Source: an optimization exercise on an open RTL-to-GDS flow (aim: small area, a short achievable clock period and few clock cycles per item). Production flows keep margins and buffers that such runs may drop.
The RTL was checked by simulation tests, not by an equivalence proof against the original design.

File: design/flow/config.mk
export PLATFORM = sky130hd
export DESIGN_NAME = mdc_b
export DESIGN_NICKNAME = mdc_b
export VERILOG_FILES = /design/flow/design.v
export SDC_FILE = /design/flow/constraint.sdc
export NUM_CORES = 4
export LEC_CHECK = 0
export CAP_MARGIN = 20
export CORE_MARGIN = 2
export CORE_UTILIZATION = 40
export SETUP_SLACK_MARGIN = 1.3
export SLEW_MARGIN = 20
File: design/flow/constraint.sdc
create_clock -name core_clock -period 5.5 [get_ports {clk}]
set_input_delay 1.1000 -clock core_clock [delete_from_list [all_inputs] [get_ports {clk}]]
set_output_delay 1.1000 -clock core_clock [all_outputs]
set_load 0.01 [all_outputs]
File: design/flow/run.sh
#!/bin/bash
# synth_recipe.tcl (not shown) runs the flow's synth.tcl, then flattens the netlist and writes it again
# the make line also repeats each setting of config.mk as NAME=value (left out here)
make -C /OpenROAD-flow-scripts/flow DESIGN_CONFIG=/design/flow/config.mk WORK_HOME=/design/flow/orfs CLKGATE_MAP_FILE= SYNTH_SCRIPT=/design/flow/synth_recipe.tcl finish
File: design/flow/design.v
module mdc_b(
    input ld, clk,
    input [31:0] i_a, i_b,
    output [31:0] res,
    output done);
    reg [31:0] a, b;
    reg [4:0]  k;
    wire bz = (b == 32'd0);
    wire kz = (k == 5'd0);
    wire [31:0] bg  = b & {32{a[0]}};
    wire [31:0] gg = a & ~bg;
    wire [31:0] pp = ~(a ^ bg);
    reg  [31:0] G, P;
    integer i, j;
    always @* begin
        G = gg; P = pp;
        for (i = 1; i <= 5; i = i + 1)
            for (j = (1 << i) - 1; j < 32; j = j + (1 << i)) begin
                G[j] = G[j] | (P[j] & G[j - (1 << (i - 1))]);
                P[j] = P[j] & P[j - (1 << (i - 1))];
            end
        for (i = 5; i > 0; i = i - 1)
            for (j = (1 << i) + (1 << (i - 1)) - 1; j < 32; j = j + (1 << i)) begin
                G[j] = G[j] | (P[j] & G[j - (1 << (i - 1))]);
                P[j] = P[j] & P[j - (1 << (i - 1))];
            end
    end
    wire [32:0] c   = {G | P, 1'b1};
    wire [32:0] d   = {~c[32], pp ^ c[31:0]};
    wire        eq  = P[31];
    wire        neg = d[32];
    wire both_even  = ~a[0] & ~b[0];
    wire [8:0]  x   = (a[8:0] ^ bg[8:0]) | {7'd0, both_even, 1'b0};
    wire [2:0] sh = x[1] ? 3'd0 : x[2] ? 3'd1 : x[3] ? 3'd2 : x[4] ? 3'd3 :
                    x[5] ? 3'd4 : x[6] ? 3'd5 : x[7] ? 3'd6 : 3'd7;
    wire       big = (x[8:1] == 8'd0);
    wire [40:0] yx = {{9{neg}}, d[32:1]} >> sh;
    wire [31:0] ys = yx[31:0];
    wire [31:0] nb = neg ? {~ys[31:1], 1'b1} : ys;
    always @(posedge clk)
        if (ld) begin
            a <= i_a;
            b <= i_b;
            k <= 5'd0;
        end else if (bz) begin
            if (!kz) begin
                a <= {a[30:0], 1'b0};
                k <= k - 5'd1;
            end
        end else if (both_even) begin
            a <= {1'b0, b[31:1]};
            b <= nb;
            k <= k + 5'd1;
        end else if (!b[0] || (neg && big)) begin
            a <= b;
            b <= a;
        end else begin
            if (!neg)
                a <= b;
            b <= nb;
        end
    assign res = a;
    assign done = kz & (bz | (eq & a[0]));
endmodule
==> PnR_summary.wiki, run 1 <==
{| class="wikitable"
! Metric !! Value
|-
| Run status || no timing/DRC/antenna violations
|-
| Worst skew pair latency || 350 ps
|-
| Source of the critical timing path || a[0]$_DFFE_PP_
|-
| CTS tree || yes
|-
| Mean routed wirelength per cell || 23.4 um
|-
| Final Skew || between 8 and 9 ps
|-
| Worst reg-to-reg setup slack || 1530 ps
|-
| Number of maximum-capacitance constraint violations || 0
|-
| HPWL after DPL || about 21000 um
|-
| Commonest non-fill, non-tap cells in the layout || 96 x clkdlybuf4s50_1, 89 x nand2_1, 71 x a21oi_1
|-
| Yosys warns || 1
|-
| End of the critical path || done
|-
| Most used flip-flop cell after synthesis || edfxtp_1
|-
| Worst path slowest cell || ha_2
|-
| Number of sinks on the clock net || 69
|-
| Fin cells || 1225
|-
| Wire length of the first global-routing pass || 43000 um
|-
| Post-detailed-route count of antenna-violating nets || 0
|-
| Final non-filler cell area || 9200 sq um
|-
| Worst reg2reg endpoint || b[13]$_DFFE_PP_
|-
| Worst Setup Start Kind || flop
|-
| Final setup violation count || 0
|-
| Clock Root Buffer || clkbuf_16
|-
| Setup repair after global routing missed its margin || true
|-
| Kind of end point of the critical path || primary output
|-
| Cts bufs inserted || 9
|-
| DRT Wirelength || between 20000 and 30000 um
|-
| Placement Rows || 49
|-
| Pre-Repair DR Iteration Count || 7
|-
| Fraction of final layout cells with drive strength greater than 1 || 13.0%
|-
| Number of antenna violations at the first check in global routing || 0
|-
| Path class of the lowest-slack min-delay path || reg -> reg
|-
| Total negative slack for setup checks || 0 ps
|-
| Synth Instances || 914
|-
| Fraction of the yosys area taken by sequential cells || 27.1%
|-
| Chip Height || 141 um
|-
| CP delay by family, top || simple AND/OR/NAND/NOR gates
|-
| Worst Tran Pin Value || 918 ps
|-
| Buffers added on ports || 98
|-
| Worst EP required || 4400 ps
|-
| Standard cell core area || approximately 18000 sq um
|-
| Layout overhead on the synthesized area || 23.0%
|-
| Maximum operating frequency || 249 MHz
|-
| Total number of vias || around 8000
|-
| Syn Area/Cell || 8.18 sq um
|-
| CP bufs+invs || 2
|-
| Pin count of the biggest net entering global routing || 78
|-
| Cell occurring most often along the worst timing path || nor3_1
|-
| Maximum level of the CTS H-tree || 3
|-
| Hold-fix buffers, CTS || 0
|-
| Cell count after placement || 1196
|-
| Arr. time, crit path || 2920 ps
|-
| Fraction of synthesis flops using an asynchronous set or reset pin || 0%
|-
| Final number of max-transition violations || 0
|-
| Vias in the first global route || 7344
|-
| Ports || 99
|-
| Worst reg2reg startpoint || a[0]$_DFFE_PP_
|-
| Clock-pin transition on the worst setup and hold timing paths || 60 ps
|-
| Gpl congestion || 0.999
|-
| Starting Density || 41.2%
|-
| Most common cell after layout, fill and taps aside || clkdlybuf4s50_1
|-
| Cells along the critical path || buf_12 -> nand2_1 -> ha_2 -> nand4_1 -> or2_2 -> nor3_1 -> a31oi_2 -> nor3_1 -> dlygate4sd2_1
|-
| Global route overflow || 0
|-
| Clock Path Buffers || 2
|-
| Per-cell via count in the routed design || between 6 and 7
|-
| Post-layout minimum cycle time || 4020 ps
|-
| Fin. Hold Viols || 0
|-
| Synth unique cells || 77
|-
| Count of cell instances traversed by the critical path || 9
|-
| Area of the die || 19800 sq um
|-
| Critical-path maximum fanout || 11
|-
| Share of the clock period used by the worst path || 73.0%
|-
| Number of synthesized register bits || ~70
|-
| Area of the mapped netlist || 7470 sq um
|-
| Number of diodes || 0
|-
| Net count after synthesis || 1015
|-
| Placed inst area || 8670 sq um
|-
| Iter 0 DRT Violations || 842
|-
| Global routing usage summed across all routing layers || 28.1%
|-
| Number of nets at the end of the flow || between 1000 and 1500
|-
| Die X || 141 um
|-
| Worst stage delay on the critical path || around 440 ps
|-
| Depth of the most critical reg-to-reg path || 14
|-
| Worst slew slack as a fraction of its limit || 38.8%
|-
| WS Path Type || reg -> out
|-
| Count of unresolved DRC violations after routing || 0
|-
| Number of synthesized flops with an enable pin || 64
|}
registers in the layout, indices dropped and copies added (netlist names):
register  flops
b            32
k             5
a            32
worst min path at each step:
stage | startpoint | to | slack, ps | cells after the start
after floorplan | k[4]$_SDFFE_PP0P_ | k[4]$_SDFFE_PP0P_ | 470 | 2
after global placement | k[4]$_SDFFE_PP0P_ | k[4]$_SDFFE_PP0P_ | 490 | 2
after global routing | k[4]$_SDFFE_PP0P_ | k[4]$_SDFFE_PP0P_ | 580 | 2
final | k[4]$_SDFFE_PP0P_ | k[4]$_SDFFE_PP0P_ | 530 | 2
after CTS | k[4]$_SDFFE_PP0P_ | k[4]$_SDFFE_PP0P_ | 530 | 2
after detailed placement | k[4]$_SDFFE_PP0P_ | k[4]$_SDFFE_PP0P_ | 510 | 2
worst reg2reg max path, delay by kind of cell, from the launching register on:
| kind | cells | cell delay, ps |
|---|---|---|
| AOI/OAI and AO/OA | 6 | 1710 |
| muxes | 2 | 560 |
| adders and majority gates | 1 | 460 |
| DFF | 1 | 390 |
| buffers and inverters | 2 | 360 |
| and+or+nand+nor | 3 | 230 |
Yosys cell counts (13+ instances only):
library cell / instances / area share, %
nand3_1: 20 / 1.3
o21ai_0: 50 / 3.3
inv_1: 29 / 1.5
a211oi_1: 19 / 1.9
mux2i_1: 23 / 3.1
a221o_1: 17 / 2.3
a22oi_1: 24 / 2.4
nor3_1: 30 / 2.0
a31oi_1: 15 / 1.3
xnor2_1: 18 / 2.1
o211ai_1: 14 / 1.4
edfxtp_1: 64 / 26
o21a_1: 13 / 1.3
a21o_1: 14 / 1.4
a21oi_1: 72 / 4.8
nand2_1: 89 / 4.5
nor2_1: 60 / 3.0
ha_1: 34 / 5.7
buf_2: 21 / 1.4
or3_1: 16 / 1.3
nor4_1: 14 / 1.2
clkbuf_1: 36 / 1.8
nor3b_1: 25 / 2.5
mux2_2: 16 / 2.4
layout make-up:
class / instances / area (sq um)
Clock buffer: 9 / 225
Clock inverter: 7 / 73.8
Fill cell: 1792 / 8950
Inverter: 29 / 109
Multi-Input combinational cell: 746 / 5190
Sequential cell: 69 / 2020
Tap cell: 229 / 287
Timing Repair Buffer: 136 / 1290
stage by stage:
step	setup WS [ps]	util, %	hold slack [ps]
2_1_floorplan	1710	-	471
3_3_place_gp	735	47.8	495
3_5_place_dp	589	47.8	511
4_1_cts	1310	50.0	533
5_1_grt	1290	50.7	583
6_report	1480	50.7	527
what timing repair did:
action                                  in CTS  in global routing
endpoints found under the setup margin      51                 47
gates cloned                                 0                  0
pin swaps                                    3                  4
buffers inserted                             7                  6
gates resized for setup                      9                 17
per-layer routing:
metal | vias to the layer above | GRT usage [%] | routed length, um
met3 | 83 | 5.23 | 2110
met4 | 0 | 11.0 | 1240
met1 | 3830 | 36.8 | 12100
met2 | 405 | 46.0 | 13200
met5 | - | 0 | 0
li1 | 3703 | - | -
cells by family after synthesis:
family,count (synthesis),share of synthesized area [%]
compound gates,336,32.3
xor+xnor,20,2.34
fa+ha+maj,35,5.96
buf+inv,99,5.42
flops,69,27.1
mux,39,5.49
simple gates,316,21.5
Testbench counts, summed over its fixed seeds: cycles 72,118, items 3,200.
==> run 2: changes to the inputs <==
--- a/design/flow/config.mk
+++ b/design/flow/config.mk
@@ -5,6 +5,7 @@
 export SDC_FILE = /design/flow/constraint.sdc
 export NUM_CORES = 4
 export LEC_CHECK = 0
+export ABC_AREA = 1
 export CAP_MARGIN = 20
 export CORE_MARGIN = 2
 export CORE_UTILIZATION = 40
==> run 2 against run 1 <==
  * Still clean on timing, DRC and antenna
  * Clock skew rose by 4.4 ps
  * Sequential cell count did not move
  * Synthesized cell count rose by 16%
  * Clock-buffer cell count increased by 3
  * Cell area is 6.3% lower
  * Core utilization down 1.1 points
  * Fmax fell by 0.86%
  * Global-route usage decreased by 1.9 points
==> PnR_summary.wiki, run 2 <==
{| class="wikitable"
! Metric !! Value
|-
| Fin. Hold Viols || 0 (unchanged)
|-
| CP bufs+invs || 4 (+2)
|-
| Worst Tran Pin Value || 1030 ps (+110 ps)
|-
| Largest registers ranked by flip-flop count || a (32), b (32), k (5)
|-
| Share of synthesized area spent on multiplexers || 0% (-5.5 points)
|-
| Largest cells by area after synthesis || edfxtp_1 27%, nand2_1 19%, nand3_1 8.9%, ha_1 6.0%, inv_1 4.4%
|-
| Wire length of the first global-routing pass || 37600 um (-12%)
|-
| Net count after synthesis || 1164 (+15%)
|-
| Adder-cell area share of the yosys netlist || 6.23% (+0.27 points)
|-
| Final worst-path setup slack || 1450 ps (-34.7 ps)
|-
| Simple-gate share of the synthesized area || 42.4% (+21 points)
|-
| Clock Root Buffer || clkbuf_16
|-
| Number of nets at the end of the flow || 1237 (+13%)
|-
| Number of antenna violations at the first check in global routing || 0 (unchanged)
|-
| Final Skew || 13.3 ps (+4.35 ps)
|-
| CTS tree || yes
|-
| Most frequent cell after synthesis || nand2_1
|-
| Worst stage delay on the critical path || 570 ps (+130 ps)
|-
| Chip Height || 138 um (-2.1%)
|-
| Synth unique cells || 47 (-39%)
|-
| Worst path slowest cell || clkdlybuf4s50_1
|-
| Worst reg2reg startpoint || a[0]$_DFFE_PP_
|-
| Kind of end point of the critical path || primary output
|-
| Pre-Repair DR Iteration Count || 5 (-2)
|-
| Number of sinks on the clock net || 69 (unchanged)
|-
| Main combinational cell family by area after synthesis || simple AND/OR/NAND/NOR gates
|-
| Final number of max-transition violations || 0 (unchanged)
|-
| Global routing usage summed across all routing layers || 26.2% (-1.9 points)
|-
| Per-cell via count in the routed design || 5.45 (-17%)
|-
| Cell type with the highest aggregate area in the netlist || edfxtp_1
|-
| Vias in the first global route || 6806 (-7.3%)
|-
| Gpl congestion || 0.881 (-12%)
|-
| Maximum level of the CTS H-tree || 3 (unchanged)
|-
| Buffers added on ports || 98 (unchanged)
|-
| Pin count of the biggest net entering global routing || 48 (-38%)
|-
| Syn Area/Cell || 6.73 sq um (-18%)
|-
| Run status || no timing/DRC/antenna violations
|-
| Post-Place Worst Slack || 1250 ps (+663 ps)
|-
| XOR/XNOR Fraction of Synth Area || 2.05% (-0.30 points)
|-
| Number of diodes || 0 (unchanged)
|-
| Commonest non-fill, non-tap cells in the layout || 357 x nand2_1, 127 x nand3_1, 97 x clkdlybuf4s50_1
|-
| Most used flip-flop cell after synthesis || edfxtp_1
|-
| Cells along the critical path || buf_4 -> buf_6 -> nand2_1 -> ha_1 -> nand2_1 -> inv_2 -> nand3_1 -> nor3_2 -> nand3_1 -> a21boi_0 -> clkdlybuf4s50_1
|-
| Iter 0 DRT Violations || 637 (-24%)
|-
| Area of the mapped netlist || 7150 sq um (-4.4%)
|-
| Number of maximum-capacitance constraint violations || 0 (unchanged)
|-
| Standard cell core area || 17400 sq um (-4.4%)
|-
| Cts bufs inserted || 9 (unchanged)
|-
| Total negative slack for setup checks || 0 ps (unchanged)
|-
| Clock Path Buffers || 2 (unchanged)
|-
| DRT Wirelength || 24100 um (-16%)
|-
| Count of unresolved DRC violations after routing || 0 (unchanged)
|-
| Number of synthesized register bits || 69 (unchanged)
|-
| Post-detailed-route count of antenna-violating nets || 0 (unchanged)
|-
| Source of the critical timing path || a[0]$_DFFE_PP_
|-
| Maximum operating frequency || 247 MHz (-0.86%)
|-
| Area of the die || 19000 sq um (-4.2%)
|-
| Clock-pin transition on the worst setup and hold timing paths || 70 ps (about the same)
|-
| Top cells by instance count after synthesis || 357 x nand2_1, 127 x nand3_1, 83 x inv_1, 64 x edfxtp_1, 43 x nand2_2
|-
| Post-layout minimum cycle time || 4050 ps (+34.7 ps)
|-
| Worst Setup Start Kind || flop
|-
| Global route overflow || 0 (unchanged)
|-
| Worst skew pair latency || 360 ps (about the same)
|-
| Setup repair after global routing missed its margin || true
|-
| Final setup violation count || 0 (unchanged)
|-
| Number of synthesized flops with an enable pin || 64 (unchanged)
|-
| CP delay by family, top || buffers and inverters
|-
| Min-Delay Startpoint || k[4]$_SDFFE_PP0P_
|-
| HPWL after DPL || 18200 um (-14%)
|-
| Critical-path maximum fanout || 21 (+10)
|-
| Die X || 138 um (-2.1%)
|-
| Path class of the lowest-slack min-delay path || reg -> reg
|-
| Fraction of synthesis flops using an asynchronous set or reset pin || 0% (unchanged)
|-
| Placement Rows || 48 (-2.0%)
|-
| WS Path Type || reg -> out
|-
| Worst slew slack as a fraction of its limit || 31.0% (-7.7 points)
|-
| Hold-fix buffers, CTS || 0 (unchanged)
|-
| Fraction of final layout cells with drive strength greater than 1 || 13.1% (+0.19 points)
|-
| Arr. time, crit path || 2950 ps (+30 ps)
|-
| Total number of vias || 7451 (-7.1%)
|-
| Starting Density || 41.2% (about the same)
|-
| Yosys warns || 1 (unchanged)
|-
| Worst EP required || 4400 ps (about the same)
|-
| Layout overhead on the synthesized area || 20.5%
|-
| Mean routed wirelength per cell || 17.6 um (-25%)
|-
| Fraction of the yosys area taken by sequential cells || 28.3% (+1.2 points)
|-
| Most common cell after layout, fill and taps aside || nand2_1
|-
| Synth Area in Compound Gates || 12.1% (-20 points)
|-
| Area share of the largest cell type after synthesis || 26.9% (+1.2 points)
|-
| Core utilization of the finished layout || 49.6% (-1.1 points)
|-
| Ports || 99 (unchanged)
|-
| Synth Instances || 1063 (+16%)
|-
| Hold_ws || 484 ps (-43.3 ps)
|-
| Share of the clock period used by the worst path || 73.7% (+0.63 points)
|}
[run 2: final cells by class]
cell class              count  area (sq um)
flip-flops and latches     69          2020
inverters                  97           367
repair buffers            115          1110
clock inverters             4          35.0
fillers                  1763          8740
clock buffers              12           279
multi-input cells         844          4520
well taps                 225           282
[run 2: final timing paths]
path	to	slack [ps]	cells past startpoint
setup / recovery	done	1450	11
hold / removal	k[4]$_SDFFE_PP0P_	480	2
setup reg to reg	b[1]$_DFFE_PP_	1670	18
hold reg to reg	k[4]$_SDFFE_PP0P_	480	2
[run 2: cell families (layout without fill, tap and decap cells)]
kind of cell | Yosys count | in the layout
AO/OA/AOI/OAI | 149 | 149
XOR/XNOR | 15 | 15
adder cells (fa/ha/maj) | 35 | 35
buffers and inverters | 150 | 228
flip-flops | 69 | 69
AND/OR/NAND/NOR | 645 | 645
[run 2: worst reg2reg max path: stages (launching register included)]
cell and delay, ps:
edfxtp_1 350, buf_4 130, buf_6 200, nand2_1 90
ha_1 360, inv_1 110, a21oi_1 40, o21ai_0 210
nand2_1 80, nand2_1 70, buf_4 350, inv_2 340
o21ai_0 360, o21ai_1 120, o21ai_0 280, xor2_1 280
nand2_1 80, nand3_1 80, nand2_1 50
[run 2: metal layers]
layer / vias to the layer above / share of wire [%] / GRT usage (%)
met3: 28 / 8.2 / 5.52
met4: 0 / 1.8 / 7.09
met5: - / 0 / 0
met2: 283 / 42 / 37.3
met1: 3417 / 48 / 39.6
li1: 3723 / - / -
[run 2: metrics by stage]
| stage | cell area [sq um] | instances |
|---|---|---|
| floorplan | 7160 | 1063 |
| global placement | 8240 | 1346 |
| detailed placement | 8240 | 1346 |
| CTS | 8580 | 1366 |
| global route | 8610 | 1366 |
| finish | 8610 | 1366 |
[run 2: what timing repair did]
item	in CTS	in global routing
setup buffers	4	0
endpoints found under the setup margin	20	7
resized for setup	0	7
hold endpoints to repair	0	0
cloned	0	0
==> run 3: changes to the inputs <==
==> design/flow/flow/run.sh (new file) <==
#!/bin/bash
# Standard layout, except that the port buffers are the smallest buffer
# (sky130_fd_sc_hd__buf_1) rather than the cell buffer_ports picks by itself.
# Every input and output port still gets its own buffer.
set -o pipefail
export BUFFER_PORTS_ARGS="-inputs -outputs -buffer_cell sky130_fd_sc_hd__buf_1"
bash standard.sh > standard.log 2>&1
==> design/flow/standard.sh (new file) <==
#!/bin/bash
# synth_recipe.tcl (not shown) runs the flow's synth.tcl, then flattens the netlist and writes it again
# the make line also repeats each setting of config.mk as NAME=value (left out here)
make -C /OpenROAD-flow-scripts/flow DESIGN_CONFIG=/design/flow/config.mk WORK_HOME=/design/flow/orfs CLKGATE_MAP_FILE= SYNTH_SCRIPT=/design/flow/synth_recipe.tcl "${@:-finish}"
--- a/design/flow/config.mk
+++ b/design/flow/config.mk
@@ -5,7 +5,6 @@
 export SDC_FILE = /design/flow/constraint.sdc
 export NUM_CORES = 4
 export LEC_CHECK = 0
-export ABC_AREA = 1
 export CAP_MARGIN = 20
 export CORE_MARGIN = 2
 export CORE_UTILIZATION = 40
removed: design/flow/run.sh
==> run 3 against run 2 <==
  * Still clean
  * Setup slack got worse by 36 ps
  * Global-route usage rose by 0.74 points
  * Critical path type unchanged
  * Critical endpoint unchanged
  * Highest routed layer unchanged
==> PnR_summary.wiki, run 3 <==
{| class="wikitable"
! Metric !! Value
|-
| Count of filler cells inserted in the layout || 1820 (+3.2%)
|-
| Largest cells by area after synthesis || edfxtp_1 26%, ha_1 5.7%, a21oi_1 4.8%, nand2_1 4.5%, o21ai_0 3.3%
|-
| Number of antenna violations at the first check in global routing || 0 (unchanged)
|-
| Worst Setup Start Kind || flop
|-
| Most common cell after layout, fill and taps aside || buf_1
|-
| Syn Area/Cell || 8.18 sq um (+22%)
|-
| Fraction of the yosys area taken by sequential cells || 27.1% (-1.2 points)
|-
| Final Skew || 10.7 ps (-2.59 ps)
|-
| Share of the clock period used by the worst path || 74.3% (+0.65 points)
|-
| Buffers added on ports || 98 (unchanged)
|-
| Clock Path Buffers || 2 (unchanged)
|-
| Setup repair after global routing missed its margin || true
|-
| Commonest non-fill, non-tap cells in the layout || 97 x buf_1, 89 x nand2_1, 72 x a21oi_1
|-
| Mean routed wirelength per cell || 22.5 um (+28%)
|-
| Area of the die || 19800 sq um (+4.4%)
|-
| Wire length of the first global-routing pass || 41600 um (+11%)
|-
| Final setup violation count || 0 (unchanged)
|-
| DRT Wirelength || 27400 um (+14%)
|-
| Cts bufs inserted || 9 (unchanged)
|-
| Path class of the lowest-slack min-delay path || reg -> reg
|-
| Number of synthesized register bits || 69 (unchanged)
|-
| Pre-Repair DR Iteration Count || 5 (unchanged)
|-
| Worst EP required || 4400 ps (about the same)
|-
| Worst slew slack as a fraction of its limit || 44.5% (+13 points)
|-
| Total number of vias || 7987 (+7.2%)
|-
| Per-cell via count in the routed design || 6.55 (+20%)
|-
| Yosys warns || 1 (unchanged)
|-
| Arr. time, crit path || 2990 ps (+40 ps)
|-
| WS Path Type || reg -> out
|-
| Maximum operating frequency || 245 MHz (-0.87%)
|-
| Gpl congestion || 0.981 (+11%)
|-
| Placement Rows || 49 (+2.1%)
|-
| Vias in the first global route || 7094 (+4.2%)
|-
| Global routing usage summed across all routing layers || 26.9% (+0.74 points)
|-
| Critical-path maximum fanout || 11 (-48%)
|-
| Multi-input combinational cell area || 5140 sq um (+14%)
|-
| Kind of end point of the critical path || primary output
|-
| Top cells by instance count after synthesis || 89 x nand2_1, 72 x a21oi_1, 64 x edfxtp_1, 60 x nor2_1, 50 x o21ai_0
|-
| Clock-pin transition on the worst setup and hold timing paths || 60 ps (about the same)
|-
| Clock Root Buffer || clkbuf_16
|-
| FF+latch area || 2020 sq um (unchanged)
|-
| Post-Place Worst Slack || 684 ps (-568 ps)
|-
| Global route overflow || 0 (unchanged)
|-
| Synth Instances || 914 (-14%)
|-
| Most frequent cell after synthesis || nand2_1
|-
| Count of unresolved DRC violations after routing || 0 (unchanged)
|-
| Area of the mapped netlist || 7470 sq um (+4.6%)
|-
| Worst skew pair latency || 340 ps (-20 ps)
|-
| Die X || 141 um (+2.2%)
|-
| Post-layout minimum cycle time || 4090 ps (+35.7 ps)
|-
| Synth unique cells || 77 (+64%)
|-
| Iter 0 DRT Violations || 951 (+49%)
|-
| Net count after synthesis || 1015 (-13%)
|-
| Most used flip-flop cell after synthesis || edfxtp_1
|-
| Fraction of synthesis flops using an asynchronous set or reset pin || 0% (unchanged)
|-
| Starting Density || 41.2% (about the same)
|-
| Largest registers ranked by flip-flop count || a (32), b (32), k (5)
|-
| Number of maximum-capacitance constraint violations || 0 (unchanged)
|-
| Maximum level of the CTS H-tree || 3 (unchanged)
|-
| Final number of max-transition violations || 0 (unchanged)
|-
| Post-detailed-route count of antenna-violating nets || 0 (unchanged)
|-
| Number of sinks on the clock net || 69 (unchanged)
|-
| Number of diodes || 0 (unchanged)
|-
| HPWL after DPL || 20200 um (+11%)
|-
| Cell type with the highest aggregate area in the netlist || edfxtp_1
|-
| Pin count of the biggest net entering global routing || 77 (+60%)
|-
| Total negative slack for setup checks || 0 ps (unchanged)
|-
| Area share of the largest cell type after synthesis || 25.7% (-1.2 points)
|-
| Number of nets at the end of the flow || 1087 (-12%)
|-
| Run status || no timing/DRC/antenna violations
|-
| Final worst-path setup slack || 1410 ps (-35.7 ps)
|-
| Fin. Hold Viols || 0 (unchanged)
|-
| Number of synthesized flops with an enable pin || 64 (unchanged)
|-
| Standard cell core area || 18100 sq um (+4.6%)
|-
| Core utilization of the finished layout || 47.0% (-2.7 points)
|-
| Layout overhead on the synthesized area || 14.0%
|-
| Worst Tran Pin Value || 833 ps (-195 ps)
|-
| Fraction of final layout cells with drive strength greater than 1 || 11.3% (-1.8 points)
|-
| Ports || 99 (unchanged)
|-
| CTS tree || yes
|-
| Chip Height || 141 um (+2.2%)
|}
[run 3: changes by cell type in the layout (fill, tap and decap cells not counted), moves of 35 or more]
cell	previous run	this run
inv_1	81	29
nand2_1	357	89
nand3_1	127	20
buf_1	0	97
clkdlybuf4s50_1	97	0
a21oi_1	37	72
nand2_2	43	0
[run 3: kinds of logic (layout without fill, tap and decap cells)]
kind of cell	count (synthesis)	count (layout)	synth area share [%]
simple gates	316	316	21.5
compound gates	336	336	32.3
fa+ha+maj	35	35	5.96
xor+xnor	20	20	2.34
mux	39	39	5.49
flops	69	69	27.1
buf+inv	99	176	5.42
[run 3: cell type report]
type	instances	area share, %
clock buffer	13	3.57
clock inverter	3	0.264
inverter	29	1.28
multi-input combinational	746	60.3
sequential	69	23.7
tap	229	3.36
timing repair buffer	131	7.46
[run 3: metal layers]
metal	vias to the layer above	wire length [um]	global-route usage, %
met5	-	0	0
met2	437	12200	42.5
li1	3688	-	-
met3	69	2480	4.42
met1	3793	11600	37.4
met4	0	1110	9.47
[run 3: worst max-delay path, stage by stage (launching register included)]
cell and delay [ps]:
edfxtp_1 410, buf_4 240, nand2_1 80, ha_1 380, nand4_1 280, or2_2 400
nor3_1 190, a31oi_1 200, nor3_1 260, buf_1 200
[run 3: final timing paths]
path | slack, ps | to | cells past startpoint | start
setup / recovery | 1410 | done | 9 | a[0]$_DFFE_PP_
hold / removal | 520 | k[4]$_SDFFE_PP0P_ | 2 | k[4]$_SDFFE_PP0P_
setup reg to reg | 1430 | b[28]$_DFFE_PP_ | 14 | a[0]$_DFFE_PP_
hold reg to reg | 520 | k[4]$_SDFFE_PP0P_ | 2 | k[4]$_SDFFE_PP0P_
[run 3: what timing repair did]
item	4_1_cts	5_1_grt
resized for setup	3	11
pin swaps	1	5
hold endpoints to repair	0	0
setup buffers	4	5
setup endpoints to repair	55	45
hold buffers	0	0
[run 3: through the flow]
step / std cells / area, sq um / hold WS, ps
floorplan: 914 / 7470 / 471
global placement: 1195 / 8050 / 486
detailed placement: 1195 / 8050 / 500
CTS: 1215 / 8440 / 520
global route: 1220 / 8520 / 558
finish: 1220 / 8520 / 525
==> run 4: changes to the inputs <==
--- a/design/flow/config.mk
+++ b/design/flow/config.mk
@@ -5,6 +5,7 @@
 export SDC_FILE = /design/flow/constraint.sdc
 export NUM_CORES = 4
 export LEC_CHECK = 0
+export ABC_AREA = 1
 export CAP_MARGIN = 20
 export CORE_MARGIN = 2
 export CORE_UTILIZATION = 40
==> run 4 against run 3 <==
  * Register-to-register slack gained 110 ps
  * Still clean on timing, DRC and antenna
  * Worst hold slack worse by 30 ps
  * Critical path type unchanged
  * Largest cell class unchanged
  * Setup slack better by 120 ps
==> PnR_summary.wiki, run 4 <==
{| class="wikitable"
! Metric !! Value
|-
| Kind of end point of the critical path || primary output
|-
| Synth unique cells || 47 (-39%)
|-
| Fraction of synthesis flops using an asynchronous set or reset pin || 0% (unchanged)
|-
| Worst Tran Pin Value || 945 ps (+113 ps)
|-
| Fraction of the yosys area taken by sequential cells || 28.3% (+1.2 points)
|-
| Chip Height || 138 um (-2.1%)
|-
| Clock Path Buffers || 2 (unchanged)
|-
| Largest registers ranked by flip-flop count || a (32), b (32), k (5)
|-
| Number of diodes || 0 (unchanged)
|-
| Placement Rows || 48 (-2.0%)
|-
| Yosys warns || 1 (unchanged)
|-
| Post-layout minimum cycle time || 3970 ps (-121 ps)
|-
| Hold-fix buffers, CTS || 0 (unchanged)
|-
| Worst slew slack as a fraction of its limit || 36.9% (-7.6 points)
|-
| Iter 0 DRT Violations || 654 (-31%)
|-
| Path class of the lowest-slack min-delay path || reg -> reg
|-
| Clock-pin transition on the worst setup and hold timing paths || 60 ps (about the same)
|-
| Synth Instances || 1063 (+16%)
|-
| Count of filler cells inserted in the layout || 1820 (unchanged)
|-
| Total number of vias || 7461 (-6.6%)
|-
| Cell count after placement || 1346 (+13%)
|-
| Cell type with the highest aggregate area in the netlist || edfxtp_1
|-
| Hold_ws || 494 ps (-30.4 ps)
|-
| Maximum level of the CTS H-tree || 3 (unchanged)
|-
| Post-detailed-route count of antenna-violating nets || 0 (unchanged)
|-
| Final number of max-transition violations || 0 (unchanged)
|-
| Cts bufs inserted || 9 (unchanged)
|-
| Global route overflow || 0 (unchanged)
|-
| Final setup violation count || 0 (unchanged)
|-
| Standard cell core area || 17400 sq um (-4.4%)
|-
| FF+latch area || 2020 sq um (unchanged)
|-
| Die X || 138 um (-2.1%)
|-
| Number of nets at the end of the flow || 1237 (+14%)
|-
| Final non-filler cell area || 8020 sq um (-5.9%)
|-
| Post-Place Worst Slack || 1150 ps (+468 ps)
|-
| Commonest non-fill, non-tap cells in the layout || 357 x nand2_1, 127 x nand3_1, 97 x buf_1
|-
| Critical-path maximum fanout || 19 (+8)
|-
| Most frequent cell after synthesis || nand2_1
|-
| Number of antenna violations at the first check in global routing || 0 (unchanged)
|-
| Global routing usage summed across all routing layers || 25.4% (-1.5 points)
|-
| Number of maximum-capacitance constraint violations || 0 (unchanged)
|-
| Number of synthesized register bits || 69 (unchanged)
|-
| Worst Setup Start Kind || flop
|-
| Fraction of final layout cells with drive strength greater than 1 || 13.0% (+1.7 points)
|-
| Largest cells by area after synthesis || edfxtp_1 27%, nand2_1 19%, nand3_1 8.9%, ha_1 6.0%, inv_1 4.4%
|-
| Syn Area/Cell || 6.73 sq um (-18%)
|-
| Mean routed wirelength per cell || 17.3 um (-23%)
|-
| Run status || no timing/DRC/antenna violations
|-
| Fin cells || 1366 (+12%)
|-
| Pre-Repair DR Iteration Count || 5 (unchanged)
|-
| CTS tree || yes
|-
| Area share of the largest cell type after synthesis || 26.9% (+1.2 points)
|-
| Gpl congestion || 0.890 (-9.3%)
|-
| Pin count of the biggest net entering global routing || 67 (-13%)
|-
| Per-cell via count in the routed design || 5.46 (-17%)
|-
| Fin. Hold Viols || 0 (unchanged)
|-
| Multi-input combinational cell area || 4500 sq um (-12%)
|-
| Setup repair after global routing missed its margin || false
|-
| WS Path Type || reg -> out
|-
| Area of the mapped netlist || 7150 sq um (-4.4%)
|-
| Area of the die || 19000 sq um (-4.2%)
|-
| Most used flip-flop cell after synthesis || edfxtp_1
|-
| Wire length of the first global-routing pass || 36900 um (-11%)
|-
| Maximum operating frequency || 252 MHz (+3.1%)
|-
| Number of synthesized flops with an enable pin || 64 (unchanged)
|-
| Top cells by instance count after synthesis || 357 x nand2_1, 127 x nand3_1, 83 x inv_1, 64 x edfxtp_1, 43 x nand2_2
|-
| Net count after synthesis || 1164 (+15%)
|-
| Count of unresolved DRC violations after routing || 0 (unchanged)
|-
| Vias in the first global route || 6622 (-6.7%)
|-
| Final worst-path setup slack || 1530 ps (+121 ps)
|-
| Arr. time, crit path || 2870 ps (-120 ps)
|-
| Worst EP required || 4400 ps (about the same)
|-
| Share of the clock period used by the worst path || 72.1% (-2.2 points)
|-
| Clock Root Buffer || clkbuf_16
|-
| Number of sinks on the clock net || 69 (unchanged)
|-
| Most common cell after layout, fill and taps aside || nand2_1
|-
| Placed inst area || 7640 sq um (-5.1%)
|-
| Final Skew || 6.58 ps (-4.16 ps)
|-
| Core utilization of the finished layout || 46.2% (-0.74 points)
|-
| Worst skew pair latency || 350 ps (about the same)
|-
| Ports || 99 (unchanged)
|-
| Buffers added on ports || 98 (unchanged)
|-
| Total negative slack for setup checks || 0 ps (unchanged)
|-
| Starting Density || 41.2% (about the same)
|-
| Layout overhead on the synthesized area || 12.2%
|-
| HPWL after DPL || 17800 um (-12%)
|-
| DRT Wirelength || 23600 um (-14%)
|}
==> run 4: layout make-up <==
class                      instances  area share [%]
timing repair buffer             115            6.49
clock inverter                     5            1.06
tap                              225            3.51
multi-input combinational        844            56.1
sequential                        69            25.2
clock buffer                      11            3.03
inverter                          97            4.57
==> run 4: metal layers <==
| layer | track usage (%) | routed length (um) | vias to the layer above |
|---|---|---|---|
| met5 | 0 | 0 | - |
| li1 | - | - | 3734 |
| met3 | 3.72 | 1900 | 14 |
| met1 | 38.1 | 11100 | 3421 |
| met2 | 38.8 | 10500 | 292 |
| met4 | 4.76 | 216 | 0 |
==> run 4: path summary, 6_finish.rpt <==
kind	start	to	cells after the start	slack, ps
worst max-delay path	a[0]$_DFFE_PP_	done	10	1530
worst max register to register	a[0]$_DFFE_PP_	b[30]$_DFFE_PP_	19	1540
worst min-delay path	k[4]$_SDFFE_PP0P_	k[4]$_SDFFE_PP0P_	2	490
worst min register to register	k[4]$_SDFFE_PP0P_	k[4]$_SDFFE_PP0P_	2	490
==> run 4: critical path: stages (launching register included) <==
cell      delay [ps]
edfxtp_1         500
buf_6            240
nand2_1           80
ha_1             380
nand2_2           90
nor2_2           150
nand4_1          140
nor3_1           270
nand3_1          220
a21boi_0         240
buf_1            180
==> run 4: kinds of logic (layout without fill, tap and decap cells) <==
| logic type | count (synthesis) | count (layout) | share of synthesized area, % |
|---|---|---|---|
| flops | 69 | 69 | 28.3 |
| fa+ha+maj | 35 | 35 | 6.23 |
| compound gates | 149 | 149 | 12.1 |
| xor+xnor | 15 | 15 | 2.05 |
| simple gates | 645 | 645 | 42.4 |
| buf+inv | 150 | 228 | 8.96 |
==> run 4: repair_timing <==
item | in CTS | in global routing
cloned | 0 | 0
setup buffers | 3 | 0
setup endpoints to repair | 32 | 32
resized for setup | 0 | 3
endpoints found under the hold margin | 0 | 0
==> run 5: changes to the inputs <==
--- a/design/flow/config.mk
+++ b/design/flow/config.mk
@@ -9,5 +9,5 @@
 export CAP_MARGIN = 20
 export CORE_MARGIN = 2
 export CORE_UTILIZATION = 40
-export SETUP_SLACK_MARGIN = 1.3
+export SETUP_SLACK_MARGIN = 1.7
 export SLEW_MARGIN = 20
==> run 5 against run 4 <==
  * Register-to-register slack improved by 350 ps
  * Fmax is 5.0% higher
  * Global-route usage grew 0.062 points
  * Die area stayed put
  * Synthesized area is the same
  * Core utilization rose by 0.27 points
  * First-iteration DRC count is 9.9% lower
  * Synthesized cell count stayed put
==> PnR_summary.wiki, run 5 <==
{| class="wikitable"
! Metric !! Value
|-
| Final number of max-transition violations || 0 (unchanged)
|-
| DRT Wirelength || 23700 um (about the same)
|-
| Worst Setup Start Kind || flop
|-
| Final worst-path setup slack || 1720 ps (+190 ps)
|-
| Most frequent cell after synthesis || nand2_1
|-
| Worst path slowest cell || edfxtp_1
|-
| Area share of the largest cell type after synthesis || 26.9% (unchanged)
|-
| Number of maximum-capacitance constraint violations || 0 (unchanged)
|-
| Die X || 138 um (unchanged)
|-
| Chip Height || 138 um (unchanged)
|-
| HPWL after DPL || 17800 um (unchanged)
|-
| Ports || 99 (unchanged)
|-
| Setup repair after global routing missed its margin || true
|-
| Cts bufs inserted || 9 (unchanged)
|-
| Layout overhead on the synthesized area || 12.9%
|-
| Path class of the lowest-slack min-delay path || reg -> reg
|-
| Global route overflow || 0 (unchanged)
|-
| Yosys warns || 1 (unchanged)
|-
| Number of antenna violations at the first check in global routing || 0 (unchanged)
|-
| Kind of end point of the critical path || primary output
|-
| Iter 0 DRT Violations || 589 (-9.9%)
|-
| Pre-Repair DR Iteration Count || 5 (unchanged)
|-
| Net count after synthesis || 1164 (unchanged)
|-
| Most common cell after layout, fill and taps aside || nand2_1
|-
| Maximum operating frequency || 265 MHz (+5.0%)
|-
| Run status || no timing/DRC/antenna violations
|-
| Worst skew pair latency || 340 ps (about the same)
|-
| Wire length of the first global-routing pass || 36900 um (+0.13%)
|-
| Buffers added on ports || 98 (unchanged)
|-
| Global routing usage summed across all routing layers || 25.4% (+0.062 points)
|-
| Fraction of synthesis flops using an asynchronous set or reset pin || 0% (unchanged)
|-
| Largest cells by area after synthesis || edfxtp_1 27%, nand2_1 19%, nand3_1 8.9%, ha_1 6.0%, inv_1 4.4%
|-
| Largest registers ranked by flip-flop count || a (32), b (32), k (5)
|-
| Fraction of final layout cells with drive strength greater than 1 || 13.5% (+0.50 points)
|-
| Cells along the critical path || buf_6 -> nand2_1 -> ha_1 -> nand2_2 -> nor2_2 -> nand4_1 -> nor3_2 -> nand3_1 -> a21boi_1 -> buf_1
|-
| CTS tree || yes
|-
| Mean routed wirelength per cell || 17.3 um (about the same)
|-
| Vias in the first global route || 6631 (+0.14%)
|-
| Total negative slack for setup checks || 0 ps (unchanged)
|-
| Fraction of the yosys area taken by sequential cells || 28.3% (unchanged)
|-
| Synth unique cells || 47 (unchanged)
|-
| Worst stage delay on the critical path || 430 ps (-70 ps)
|-
| Share of the clock period used by the worst path || 68.6% (-3.5 points)
|-
| Total number of vias || 7447 (-0.19%)
|-
| Number of synthesized register bits || 69 (unchanged)
|-
| Top cells by instance count after synthesis || 357 x nand2_1, 127 x nand3_1, 83 x inv_1, 64 x edfxtp_1, 43 x nand2_2
|-
| Cell count after placement || 1346 (unchanged)
|-
| Final setup violation count || 0 (unchanged)
|-
| Critical-path maximum fanout || 19 (unchanged)
|-
| Syn Area/Cell || 6.73 sq um (unchanged)
|-
| Fin cells || 1368 (+0.15%)
|-
| Most used flip-flop cell after synthesis || edfxtp_1
|-
| Worst Tran Pin Value || 983 ps (+38.1 ps)
|-
| Placement Rows || 48 (unchanged)
|-
| Number of diodes || 0 (unchanged)
|-
| Clock-pin transition on the worst setup and hold timing paths || 60 ps (about the same)
|-
| Number of sinks on the clock net || 69 (unchanged)
|-
| Standard cell core area || 17400 sq um (unchanged)
|-
| Commonest non-fill, non-tap cells in the layout || 357 x nand2_1, 127 x nand3_1, 97 x buf_1
|-
| Cell type with the highest aggregate area in the netlist || edfxtp_1
|-
| Worst EP required || 4400 ps (about the same)
|-
| Count of unresolved DRC violations after routing || 0 (unchanged)
|-
| Gpl congestion || 0.890 (unchanged)
|-
| Pin count of the biggest net entering global routing || 67 (unchanged)
|-
| Number of nets at the end of the flow || 1239 (+0.16%)
|-
| WS Path Type || reg -> out
|-
| Post-layout minimum cycle time || 3780 ps (-190 ps)
|-
| Synth Instances || 1063 (unchanged)
|-
| Clock Path Buffers || 2 (unchanged)
|-
| Final Skew || 6.82 ps (+0.244 ps)
|-
| Post-detailed-route count of antenna-violating nets || 0 (unchanged)
|-
| Arr. time, crit path || 2680 ps (-190 ps)
|-
| Number of synthesized flops with an enable pin || 64 (unchanged)
|-
| Area of the mapped netlist || 7150 sq um (unchanged)
|-
| Clock Root Buffer || clkbuf_16
|-
| Post-Place Worst Slack || 1150 ps (unchanged)
|-
| Worst slew slack as a fraction of its limit || 34.4% (-2.5 points)
|-
| Per-cell via count in the routed design || 5.44 (-0.33%)
|-
| Starting Density || 41.2% (unchanged)
|-
| Maximum level of the CTS H-tree || 3 (unchanged)
|-
| Area of the die || 19000 sq um (unchanged)
|-
| Hold-fix buffers, CTS || 0 (unchanged)
|-
| Fin. Hold Viols || 0 (unchanged)
|}
## run 5: logic make-up (layout without fill, tap and decap cells)
logic type | Yosys count | after routing | share of synthesized area (%)
fa+ha+maj | 35 | 35 | 6.23
flops | 69 | 69 | 28.3
compound gates | 149 | 149 | 12.1
buf+inv | 150 | 230 | 8.96
xor+xnor | 15 | 15 | 2.05
simple gates | 645 | 645 | 42.4
## run 5: critical path: cells and delay by family, from the launching register on
| kind | cells | cell delay, ps |
|---|---|---|
| adders and majority gates | 1 | 380 |
| DFF | 1 | 430 |
| AOI/OAI and AO/OA | 1 | 210 |
| and+or+nand+nor | 6 | 890 |
| buffers and inverters | 2 | 400 |
## run 5: timing repair
item | CTS | global route
pin swaps | 1 | 0
buffers inserted | 4 | 1
gates resized for setup | 3 | 7
endpoints found under the setup margin | 62 | 44
## run 5: routing by layer
metal / wire length, um / GRT usage, %
met3: 2120 / 3.61
met1: 10900 / 38.4
met5: 0 / 0
met4: 282 / 5.27
met2: 10400 / 38.5
## run 5: stage by stage
step / utilization (%) / area (sq um) / hold WS [ps]
6_report: 46.5 / 8070 / 497
5_1_grt: 46.5 / 8070 / 533
4_1_cts: 46.2 / 8020 / 495
3_5_place_dp: 44.0 / 7640 / 484
3_3_place_gp: 44.0 / 7640 / 474
2_1_floorplan: - / 7160 / 445
## run 5: worst paths after layout
| check | startpoint | to | slack (ps) | cells past startpoint |
|---|---|---|---|---|
| worst max-delay path | a[0]$_DFFE_PP_ | done | 1720 | 10 |
| worst min-delay path | k[4]$_SDFFE_PP0P_ | k[4]$_SDFFE_PP0P_ | 500 | 2 |
| worst max register to register | a[0]$_DFFE_PP_ | b[30]$_DFFE_PP_ | 1890 | 20 |
| worst min register to register | k[4]$_SDFFE_PP0P_ | k[4]$_SDFFE_PP0P_ | 500 | 2 |
## run 5: layout make-up
| type | count | area [sq um] |
|---|---|---|
| clock buffers | 11 | 243 |
| fillers | 1806 | 9290 |
| inverters | 97 | 367 |
| clock inverters | 5 | 85.1 |
| well taps | 225 | 282 |
| flip-flops and latches | 69 | 2020 |
| multi-input cells | 844 | 4530 |
| repair buffers | 117 | 539 |
==> run 6: changes to the inputs <==
--- a/design/flow/config.mk
+++ b/design/flow/config.mk
@@ -9,5 +9,6 @@
 export CAP_MARGIN = 20
 export CORE_MARGIN = 2
 export CORE_UTILIZATION = 40
+export CTS_BUF_LIST = sky130_fd_sc_hd__clkbuf_4 sky130_fd_sc_hd__clkbuf_8
 export SETUP_SLACK_MARGIN = 1.7
 export SLEW_MARGIN = 20
==> run 6 against run 5 <==
  * Critical path type unchanged
  * Largest cell class unchanged
  * Sequential cell count unchanged
  * Critical path depth stayed put
  * Via count is essentially flat
  * Still clean
  * Non-clock buffer count is 1 higher
  * Routed wire length about the same
  * Cell area decreased by 0.73%
  * Highest routed layer unchanged
  * Sequential share of layout area rose by 0.18 points
==> PnR_summary.wiki, run 6 <==
{| class="wikitable"
! Metric !! Value
|-
| Gpl congestion || 0.890 (unchanged)
|-
| Post-detailed-route count of antenna-violating nets || 0 (unchanged)
|-
| Global routing usage summed across all routing layers || 25.4% (-0.086 points)
|-
| Largest cells by area after synthesis || edfxtp_1 27%, nand2_1 19%, nand3_1 8.9%, ha_1 6.0%, inv_1 4.4%
|-
| Top cells by instance count after synthesis || 357 x nand2_1, 127 x nand3_1, 83 x inv_1, 64 x edfxtp_1, 43 x nand2_2
|-
| Worst Setup Start Kind || flop
|-
| Buffers added on ports || 98 (unchanged)
|-
| Cells on Worst Hold Path || 2 (unchanged)
|-
| Area of the die || 19000 sq um (unchanged)
|-
| Final Skew || 11.0 ps (+4.13 ps)
|-
| Number of synthesized flops with an enable pin || 64 (unchanged)
|-
| Die X || 138 um (unchanged)
|-
| Chip Height || 138 um (unchanged)
|-
| Starting Density || 41.2% (unchanged)
|-
| Total number of vias || 7445 (-0.027%)
|-
| Cell type with the highest aggregate area in the netlist || edfxtp_1
|-
| Number of synthesized register bits || 69 (unchanged)
|-
| Wire length of the first global-routing pass || 36700 um (-0.47%)
|-
| Depth of the most critical reg-to-reg path || 20 (unchanged)
|-
| Synth unique cells || 47 (unchanged)
|-
| Number of maximum-capacitance constraint violations || 0 (unchanged)
|-
| Pre-Repair DR Iteration Count || 5 (unchanged)
|-
| Fraction of synthesis flops using an asynchronous set or reset pin || 0% (unchanged)
|-
| Worst EP required || 4400 ps (about the same)
|-
| Commonest non-fill, non-tap cells in the layout || 357 x nand2_1, 126 x nand3_1, 96 x buf_1
|-
| Count of unresolved DRC violations after routing || 0 (unchanged)
|-
| Core utilization of the finished layout || 46.2% (-0.34 points)
|-
| Most common cell after layout, fill and taps aside || nand2_1
|-
| Placement Rows || 48 (unchanged)
|-
| Worst slew slack as a fraction of its limit || 37.0% (+2.6 points)
|-
| Path class of the lowest-slack min-delay path || reg -> reg
|-
| WS Path Type || reg -> out
|-
| CTS tree || yes
|-
| Synth Instances || 1063 (unchanged)
|-
| DRT Wirelength || 23600 um (about the same)
|-
| Setup repair after global routing missed its margin || true
|-
| Final setup violation count || 0 (unchanged)
|-
| Number of sinks on the clock net || 69 (unchanged)
|-
| Clock-pin transition on the worst setup and hold timing paths || 90 ps (+30 ps)
|-
| Area share of the largest cell type after synthesis || 26.9% (unchanged)
|-
| Maximum level of the CTS H-tree || 3 (unchanged)
|-
| Area of the mapped netlist || 7150 sq um (unchanged)
|-
| Mean routed wirelength per cell || 17.3 um (-0.14%)
|-
| Total negative slack for setup checks || 0 ps (unchanged)
|-
| Cts bufs inserted || 9 (unchanged)
|-
| Fin. Hold Viols || 0 (unchanged)
|-
| Post-layout minimum cycle time || 3780 ps (+3.67 ps)
|-
| Worst Tran Pin Value || 944 ps (-39.1 ps)
|-
| Hold_ws || 498 ps (+1.19 ps)
|-
| Vias in the first global route || 6632 (+0.015%)
|-
| Run status || no timing/DRC/antenna violations
|-
| Share of the clock period used by the worst path || 68.7% (about the same)
|-
| Critical-path maximum fanout || 13 (-6)
|-
| Yosys warns || 1 (unchanged)
|-
| Most frequent cell after synthesis || nand2_1
|-
| Pin count of the biggest net entering global routing || 67 (unchanged)
|-
| Fraction of the yosys area taken by sequential cells || 28.3% (unchanged)
|-
| Ports || 99 (unchanged)
|-
| Global route overflow || 0 (unchanged)
|-
| Number of nets at the end of the flow || 1240 (+0.081%)
|-
| Net count after synthesis || 1164 (unchanged)
|-
| Most used flip-flop cell after synthesis || edfxtp_1
|-
| Largest registers ranked by flip-flop count || a (32), b (32), k (5)
|-
| Number of antenna violations at the first check in global routing || 0 (unchanged)
|-
| Arr. time, crit path || 2680 ps (about the same)
|-
| Clock Root Buffer || clkbuf_8
|-
| Layout overhead on the synthesized area || 12.1%
|-
| Clock Path Buffers || 2 (unchanged)
|-
| Number of diodes || 0 (unchanged)
|-
| Fraction of final layout cells with drive strength greater than 1 || 14.0% (+0.51 points)
|-
| Iter 0 DRT Violations || 642 (+9.0%)
|-
| Standard cell core area || 17400 sq um (unchanged)
|-
| HPWL after DPL || 17800 um (unchanged)
|-
| Kind of end point of the critical path || primary output
|-
| Worst skew pair latency || 370 ps (+30 ps)
|-
| Per-cell via count in the routed design || 5.44 (about the same)
|-
| Final number of max-transition violations || 0 (unchanged)
|-
| Syn Area/Cell || 6.73 sq um (unchanged)
|-
| Maximum operating frequency || 265 MHz (about the same)
|}
run 6: cell families after synthesis:
| group | Yosys count | synth area share [%] |
|---|---|---|
| AOI/OAI and AO/OA | 149 | 12.1 |
| xor gates and xnor gates | 15 | 2.05 |
| adders and majority gates | 35 | 6.23 |
| buffers and inverters | 150 | 8.96 |
| DFF | 69 | 28.3 |
| and+or+nand+nor | 645 | 42.4 |
run 6: path summary, 6_finish.rpt:
kind	from	to	slack, ps
worst min-delay path	k[4]$_SDFFE_PP0P_	k[4]$_SDFFE_PP0P_	500
worst max-delay path	a[0]$_DFFE_PP_	done	1720
worst max register to register	a[0]$_DFFE_PP_	b[30]$_DFFE_PP_	1870
worst min register to register	k[4]$_SDFFE_PP0P_	k[4]$_SDFFE_PP0P_	500
run 6: area by class of cell:
class	count	area [sq um]
Clock buffer	11	145
Clock inverter	5	85.1
Inverter	97	370
Sequential cell	69	2020
Multi-Input combinational cell	844	4530
Tap cell	225	282
Timing Repair Buffer	118	573
Fill cell	1826	9350
run 6: layer usage:
layer  global-route usage, %  routed length (um)  up-vias
li1                        -                   -     3723
met1                    38.3               11100     3413
met2                    38.2               10400      286
met3                    3.46                1920       23
met4                    5.73                 306        0
met5                       0                   0        -
run 6: what timing repair did:
action                     4_1_cts  5_1_grt
buffers inserted                 3        3
gates resized for setup          4       12
hold buffers                     0        0
setup endpoints to repair       62       41
pin swaps                        1        2
run 6: critical path, cell delays in order (launching register included):
cell and delay, ps:
edfxtp_1 470, buf_12 180, nand2_1 70, ha_2 390
nand2_2 80, nor2_2 150, nand4_1 180, nor3_2 280
nand3_2 150, a21boi_1 180, clkbuf_2 150
run 6: through the flow:
| stage | instances | setup WS (ps) | cell area [sq um] |
|---|---|---|---|
| 6_report | 1369 | 1720 | 8010 |
| 5_1_grt | 1369 | 1610 | 8010 |
| 4_1_cts | 1365 | 1680 | 7910 |
| 3_5_place_dp | 1346 | 1150 | 7640 |
| 3_3_place_gp | 1346 | 1250 | 7640 |
| 2_1_floorplan | 1063 | 1840 | 7160 |
==> run 7: changes to the inputs <==
--- a/design/flow/config.mk
+++ b/design/flow/config.mk
@@ -10,5 +10,5 @@
 export CORE_MARGIN = 2
 export CORE_UTILIZATION = 40
 export CTS_BUF_LIST = sky130_fd_sc_hd__clkbuf_4 sky130_fd_sc_hd__clkbuf_8
-export SETUP_SLACK_MARGIN = 1.7
+export SETUP_SLACK_MARGIN = 1.3
 export SLEW_MARGIN = 20
==> run 7 against run 6 <==
  * Clock skew about the same
  * Still clean on timing, DRC and antenna
  * Register-to-register slack worse by 270 ps
  * Critical path type unchanged
  * Worst hold slack lost 1.3 ps
  * Via count decreased by 0.58%
  * Non-clock buffer count decreased by 4
  * Routed wire length fell by 0.71%
  * Global-route usage barely moved
  * Setup slack lost 210 ps
  * Die area unchanged
==> PnR_summary.wiki, run 7 <==
{| class="wikitable"
! Metric !! Value
|-
| Final setup violation count || 0 (unchanged)
|-
| Cells along the critical path || buf_4 -> nand2_1 -> ha_1 -> nand2_2 -> nor2_2 -> nand4_1 -> nor3_1 -> nand3_1 -> a21boi_0 -> buf_1
|-
| Area share of the largest cell type after synthesis || 26.9% (unchanged)
|-
| Syn Area/Cell || 6.73 sq um (unchanged)
|-
| Largest registers ranked by flip-flop count || a (32), b (32), k (5)
|-
| Path class of the lowest-slack min-delay path || reg -> reg
|-
| Synth unique cells || 47 (unchanged)
|-
| Main combinational cell family by area after synthesis || simple AND/OR/NAND/NOR gates
|-
| Fin. Hold Viols || 0 (unchanged)
|-
| Area of the die || 19000 sq um (unchanged)
|-
| Vias in the first global route || 6622 (-0.15%)
|-
| Per-cell via count in the routed design || 5.42 (-0.29%)
|-
| Worst Setup Start Kind || flop
|-
| WS Path Type || reg -> out
|-
| Die X || 138 um (unchanged)
|-
| Min-Delay Startpoint || k[4]$_SDFFE_PP0P_
|-
| Chip Height || 138 um (unchanged)
|-
| Hold_ws || 497 ps (-1.25 ps)
|-
| Most used flip-flop cell after synthesis || edfxtp_1
|-
| Standard cell core area || 17400 sq um (unchanged)
|-
| Share of synthesized area spent on multiplexers || 0% (unchanged)
|-
| Run status || no timing/DRC/antenna violations
|-
| Placement Rows || 48 (unchanged)
|-
| Worst Tran Pin Value || 928 ps (-16.0 ps)
|-
| Largest cells by area after synthesis || edfxtp_1 27%, nand2_1 19%, nand3_1 8.9%, ha_1 6.0%, inv_1 4.4%
|-
| Adder-cell area share of the yosys netlist || 6.23% (unchanged)
|-
| Final Skew || 11.4 ps (+0.426 ps)
|-
| Number of sinks on the clock net || 69 (unchanged)
|-
| Clock Root Buffer || clkbuf_8
|-
| DRT Wirelength || 23500 um (-0.71%)
|-
| Post-detailed-route count of antenna-violating nets || 0 (unchanged)
|-
| Kind of end point of the critical path || primary output
|-
| Fraction of the yosys area taken by sequential cells || 28.3% (unchanged)
|-
| Worst slew slack as a fraction of its limit || 38.0% (+1.1 points)
|-
| Worst reg2reg startpoint || a[0]$_DFFE_PP_
|-
| Starting Density || 41.2% (unchanged)
|-
| Global route overflow || 0 (unchanged)
|-
| Share of the clock period used by the worst path || 72.5% (+3.8 points)
|-
| Top cells by instance count after synthesis || 357 x nand2_1, 127 x nand3_1, 83 x inv_1, 64 x edfxtp_1, 43 x nand2_2
|-
| Synth Instances || 1063 (unchanged)
|-
| Total number of vias || 7402 (-0.58%)
|-
| Critical-path maximum fanout || 19 (+6)
|-
| Clock-pin transition on the worst setup and hold timing paths || 90 ps (about the same)
|-
| Yosys warns || 1 (unchanged)
|-
| Pre-Repair DR Iteration Count || 5 (unchanged)
|-
| Synth Area in Compound Gates || 12.1% (unchanged)
|-
| Cell type with the highest aggregate area in the netlist || edfxtp_1
|-
| Number of synthesized register bits || 69 (unchanged)
|-
| Clock Path Buffers || 2 (unchanged)
|-
| Count of unresolved DRC violations after routing || 0 (unchanged)
|-
| Mean routed wirelength per cell || 17.2 um (-0.42%)
|-
| Number of antenna violations at the first check in global routing || 0 (unchanged)
|-
| Layout overhead on the synthesized area || 10.7%
|-
| Pin count of the biggest net entering global routing || 67 (unchanged)
|-
| Wire length of the first global-routing pass || 36800 um (about the same)
|-
| Fraction of final layout cells with drive strength greater than 1 || 13.0% (-1.0 points)
|-
| Number of synthesized flops with an enable pin || 64 (unchanged)
|-
| Most frequent cell after synthesis || nand2_1
|-
| HPWL after DPL || 17800 um (unchanged)
|-
| Worst stage delay on the critical path || 420 ps (-50 ps)
|-
| Most common cell after layout, fill and taps aside || nand2_1
|-
| Global routing usage summed across all routing layers || 25.3% (about the same)
|-
| Simple-gate share of the synthesized area || 42.4% (unchanged)
|-
| Buffers added on ports || 98 (unchanged)
|-
| Worst path slowest cell || edfxtp_1
|-
| Setup repair after global routing missed its margin || false
|-
| Source of the critical timing path || a[0]$_DFFE_PP_
|-
| Maximum level of the CTS H-tree || 3 (unchanged)
|-
| Ports || 99 (unchanged)
|-
| CTS tree || yes
|-
| Area of the mapped netlist || 7150 sq um (unchanged)
|-
| Net count after synthesis || 1164 (unchanged)
|-
| Post-layout minimum cycle time || 3990 ps (+210 ps)
|-
| Maximum operating frequency || 251 MHz (-5.3%)
|-
| Commonest non-fill, non-tap cells in the layout || 357 x nand2_1, 127 x nand3_1, 97 x buf_1
|-
| Number of maximum-capacitance constraint violations || 0 (unchanged)
|-
| Worst skew pair latency || 370 ps (about the same)
|-
| Iter 0 DRT Violations || 641 (-0.16%)
|-
| Fraction of synthesis flops using an asynchronous set or reset pin || 0% (unchanged)
|-
| Worst EP required || 4400 ps (about the same)
|-
| Cts bufs inserted || 9 (unchanged)
|-
| Final number of max-transition violations || 0 (unchanged)
|-
| Gpl congestion || 0.890 (unchanged)
|-
| XOR/XNOR Fraction of Synth Area || 2.05% (unchanged)
|-
| Number of diodes || 0 (unchanged)
|-
| Total negative slack for setup checks || 0 ps (unchanged)
|-
| Arr. time, crit path || 2890 ps (+210 ps)
|-
| Number of nets at the end of the flow || 1236 (-0.32%)
|}
## run 7: critical path, delay by kind of cell, from the launching register on
family | cells | cell delay (ps)
and+or+nand+nor | 6 | 980
buffers and inverters | 2 | 460
DFF | 1 | 420
adders and majority gates | 1 | 380
AOI/OAI and AO/OA | 1 | 250
## run 7: layout make-up
cell class | count | area (sq um)
fillers | 1836 | 9440
multi-input cells | 844 | 4500
flip-flops and latches | 69 | 2020
repair buffers | 114 | 509
inverters | 97 | 367
well taps | 225 | 282
clock buffers | 11 | 145
clock inverters | 5 | 85.1
## run 7: final timing paths
kind | slack (ps) | endpoint | cells after the start
worst max-delay path | 1510 | done | 10
worst min-delay path | 500 | k[4]$_SDFFE_PP0P_ | 2
worst max register to register | 1600 | b[30]$_DFFE_PP_ | 19
worst min register to register | 500 | k[4]$_SDFFE_PP0P_ | 2
## run 7: logic make-up after synthesis
family / after synthesis
compound gates: 149
xor+xnor: 15
fa+ha+maj: 35
buf+inv: 150
flops: 69
simple gates: 645
## run 7: layer usage
layer  track usage, %  vias up  part of all wire, %
met2             38.2      268                   44
met3             3.46       24                  7.2
met1             38.3     3393                   48
met5                0        -                    0
li1                 -     3717                    -
met4             5.73        0                  1.2
## run 7: metrics by stage
step / instance area, sq um / util [%] / instances / setup slack (ps)
2_1_floorplan: 7160 / - / 1063 / 1840
3_3_place_gp: 7640 / 44.0 / 1346 / 1250
3_5_place_dp: 7640 / 44.0 / 1346 / 1150
4_1_cts: 7880 / 45.4 / 1364 / 1490
5_1_grt: 7910 / 45.6 / 1365 / 1340
6_report: 7910 / 45.6 / 1365 / 1510
## run 7: what timing repair did
| item | CTS | global route |
|---|---|---|
| hold buffers | 0 | 0 |
| setup buffers | 2 | 0 |
| endpoints found under the setup margin | 32 | 30 |
| pin swaps | 0 | 0 |
| gates resized for setup | 0 | 2 |

-- re-timing with driven ports --
The results above use ideal ports. As a check the final layouts listed here were re-extracted and re-timed, cells and wires unchanged. Step 1 assumes that a clkbuf_16 drives the clock port and a buf_2 every other input. Step 2 moves the port delays by t, midway between the first and last clock arrival at a register: inputs arrive t later, outputs are due t later. That takes back most of the time a late clock gives input paths. Three values: ideal, step 1, step 2; two values: the first two.
run	t (ns)	setup WS [ns]	clock arrival spread, ns	slew at the worst register clock pin (ns)
run 1	0.388	1.484 / 1.441 / 1.530	0.009 / 0.009	0.07 / 0.07
run 2	0.394	1.449 / 1.405 / 1.674	0.013 / 0.014	0.07 / 0.07
run 3	0.376	1.413 / 1.375 / 1.428	0.011 / 0.010	0.07 / 0.07
run 4	0.384	1.535 / 1.494 / 1.537	0.007 / 0.007	0.06 / 0.06
run 5	0.382	1.724 / 1.681 / 1.886	0.007 / 0.007	0.06 / 0.06
run 6	0.401	1.721 / 1.684 / 1.870	0.011 / 0.011	0.09 / 0.09
run 7	0.405	1.511 / 1.472 / 1.601	0.012 / 0.011	0.09 / 0.09
After both steps every run listed still meets setup and hold.
